Background: an optimization exercise with open tools, aiming at small area. Do not read the settings as production practice. Only simulation tests tie the RTL to the original design; equivalence was not proved. Power figures rest on the tool's default switching activity, not on a simulated workload.

## v6
==> flow/design.v (excerpt) <==
module top_fan(
    input clk, reset_p,
    input [5:0] btn, input [1:0] sw,
    input adc_eoc, input [6:0] adc_do,
    input dht11_in, output dht11_drive,
    input echo, output trig,
    output motor_pwm, output led_pwm, output servo_pwm,
    output [13:0] led,
    output buzz,
    output [3:0] an, output [6:0] seg
    );
Size in the first run: ~9900 sq um of cells after synthesis.
Settings: LEC_CHECK=0, CAP_MARGIN=20, CORE_MARGIN=2, CORE_UTILIZATION=40, SLEW_MARGIN=20; clock period 10.0 ns.
standard.sh (not shown) runs the stock make flow with config.mk's settings and CLKGATE_MAP_FILE= SYNTH_SCRIPT=/design/flow/synth_recipe.tcl, a recipe that flattens the netlist after the stock synthesis.
==> flow/flow/run.sh <==
#!/bin/bash
# Layout flow: the standard flow (standard.sh) with these changes:
#  - synthesis: the standard flow's own script (synth_recipe.tcl) with the ABC mapping
#    script swapped for an area-oriented one (flow/abc_area.script) and no
#    separate adder mapping, so ABC maps the adders with the rest of the logic;
#    the registers are the standard synthesis's;
#  - port buffers: sky130_fd_sc_hd__buf_1 on every input and output port;
#  - clock tree: smaller clock buffers, no dummy loads;
#  - higher core utilization.
# Each tool's output is in orfs/logs/ (ORFS) and flow_make.log.
set -euo pipefail
here=$(pwd)
{
  cat <<'EOT'
proc abc {args} {
  set i [lsearch -exact $args -script]
  if {$i >= 0} { lset args [expr {$i+1}] $::env(AREA_ABC_SCRIPT) }
  yosys abc {*}$args
}
EOT
  cat "$here/synth_recipe.tcl"
} > "$here/area_synth.tcl"
export AREA_ABC_SCRIPT="$here/flow/abc_area.script"
bash standard.sh \
  SYNTH_SCRIPT="$here/area_synth.tcl" \
  ADDER_MAP_FILE= \
  CORE_UTILIZATION=65 BUFFER_PORTS_ARGS='-buffer_cell sky130_fd_sc_hd__buf_1' CTS_ARGS='-sink_clustering_enable -repair_clock_nets -dont_use_dummy_load -buf_list sky130_fd_sc_hd__clkbuf_4 -sink_clustering_size 9 -sink_clustering_max_diameter 70' \
  finish > "$here/flow_make.log" 2>&1
==> flow/flow/abc_area.script <==
strash
ifraig
dc2
dch -f
amap -m -F 10 -A 20
strash
dc2
dch -f
amap -m -F 10 -A 20
strash
dc2
dch -f
amap -m -F 10 -A 20
strash
dc2
dch -f
amap -m -F 10 -A 20
strash
dc2
dch -f
amap -m -F 10 -A 20
strash
dc2
dch -f
amap -m -F 10 -A 20
mfs3 -a
topo
v6 finished all stages; the layout is clean.
The following lists how v7 was set up differently from v6:
diff --git a/flow/flow/abc_area.script b/flow/flow/abc_area.script
--- a/flow/flow/abc_area.script
+++ b/flow/flow/abc_area.script
@@ -24,4 +24,3 @@
 dch -f
 amap -m -F 10 -A 20
-mfs3 -a
 topo
Findings:
- Comparing v6 and v7, number of standard cells after synthesis is lower on v6.
- Power share of the combinational group for v7: 0.2 points up relative to v6
- The placeable core area in v7 sits about 0.37% above the value recorded for v6.

---

Another version of the RTL of top_fan (not shown whole).
Size: ~1300 cells after synthesis, about 220 flip-flops, about 51 I/O pins.
clock: 10.0 ns
lec_check: 0
cap_margin: 20
core_margin: 2
core_utilization: 40
slew_margin: 20
==> flow/flow/run.sh <==
#!/bin/bash
# Layout flow: the standard flow (standard.sh), with an area-oriented ABC
# mapping script in synthesis and flow settings passed to make below.
# Synthesis is the standard flow's own script (synth_recipe.tcl) with only the ABC script
# swapped, so the registers are the same as the standard synthesis.
set -euo pipefail
here=$(pwd)
{
  cat <<'EOT'
proc abc {args} {
  set i [lsearch -exact $args -script]
  if {$i >= 0} { lset args [expr {$i+1}] $::env(AREA_ABC_SCRIPT) }
  yosys abc {*}$args
}
EOT
  cat "$here/synth_recipe.tcl"
} > "$here/area_synth.tcl"
export AREA_ABC_SCRIPT="$here/flow/abc_area.script"
bash standard.sh SYNTH_SCRIPT="$here/area_synth.tcl" CORE_UTILIZATION=75 BUFFER_PORTS_ARGS='-buffer_cell sky130_fd_sc_hd__buf_1' CTS_ARGS='-sink_clustering_enable -repair_clock_nets -dont_use_dummy_load -buf_list sky130_fd_sc_hd__clkbuf_16 -sink_clustering_size 40 -sink_clustering_max_diameter 80' finish > "$here/flow_make.log" 2>&1
==> flow/flow/abc_area.script <==
strash
ifraig
dc2
dch -f
amap -F 4 -A 8
strash
dc2
dch -f
amap -F 4 -A 8
topo
Edit:
--- a/flow/flow/run.sh
+++ b/flow/flow/run.sh
@@ -19 +19 @@
-bash standard.sh SYNTH_SCRIPT="$here/area_synth.tcl" CORE_UTILIZATION=75 BUFFER_PORTS_ARGS='-buffer_cell sky130_fd_sc_hd__buf_1' CTS_ARGS='-sink_clustering_enable -repair_clock_nets -dont_use_dummy_load -buf_list sky130_fd_sc_hd__clkbuf_16 -sink_clustering_size 40 -sink_clustering_max_diameter 80' finish > "$here/flow_make.log" 2>&1
+bash standard.sh SYNTH_SCRIPT="$here/area_synth.tcl" CORE_UTILIZATION=60 BUFFER_PORTS_ARGS='-buffer_cell sky130_fd_sc_hd__buf_1' CTS_ARGS='-sink_clustering_enable -repair_clock_nets -dont_use_dummy_load -buf_list sky130_fd_sc_hd__clkbuf_8 -sink_clustering_size 16 -sink_clustering_max_diameter 60' finish > "$here/flow_make.log" 2>&1
After rerunning:
- The new run finished clean
- wire length is lower by 1.3%
- clock power came out lower by 7.3%
- area after synthesis does not change
- final area hardly moves
- non-clock buffer count came out lower by 5
- register-to-register slack gets better by 0.06 ns
- sequential share of layout area grows by 0.11 points
Edit:
==> flow/flow/run.sh (replaced) <==
#!/bin/bash
# Layout flow: the standard flow (standard.sh) with these changes:
#  - synthesis: the standard flow's own script (synth_recipe.tcl) with the ABC mapping
#    script swapped for an area-oriented one (flow/abc_area.script) and no
#    separate adder mapping, so ABC maps the adders with the rest of the logic;
#    the registers are the standard synthesis's;
#  - port buffers: sky130_fd_sc_hd__buf_1 on every input and output port;
#  - clock tree: smaller clock buffers, no dummy loads;
#  - higher core utilization.
# Each tool's output is in orfs/logs/ (ORFS) and flow_make.log.
set -euo pipefail
here=$(pwd)
{
  cat <<'EOT'
proc abc {args} {
  set i [lsearch -exact $args -script]
  if {$i >= 0} { lset args [expr {$i+1}] $::env(AREA_ABC_SCRIPT) }
  yosys abc {*}$args
}
EOT
  cat "$here/synth_recipe.tcl"
} > "$here/area_synth.tcl"
export AREA_ABC_SCRIPT="$here/flow/abc_area.script"
bash standard.sh \
  SYNTH_SCRIPT="$here/area_synth.tcl" \
  ADDER_MAP_FILE= \
  CORE_UTILIZATION=65 BUFFER_PORTS_ARGS='-buffer_cell sky130_fd_sc_hd__buf_1' CTS_ARGS='-sink_clustering_enable -repair_clock_nets -dont_use_dummy_load -buf_list sky130_fd_sc_hd__clkbuf_4 -sink_clustering_size 9 -sink_clustering_max_diameter 40' \
  finish > "$here/flow_make.log" 2>&1
==> flow/flow/abc_area.script (replaced) <==
strash
ifraig
dc2
dch -f
amap -m -F 10 -A 20
strash
dc2
dch -f
amap -m -F 10 -A 20
strash
dc2
dch -f
amap -m -F 10 -A 20
topo
What happened:
- The changed run ran to the end with no violations
- critical path depth rose by 2
- core utilization rose by 5.2 points
- via count fell by 6.7%
- total power fell by 3.0%
- hold slack gains 0.0081 ns
- clock power fell by 4.7%
- flip-flop and latch count is unchanged
- final area fell by 9.3%
- area after synthesis fell by 9.1%
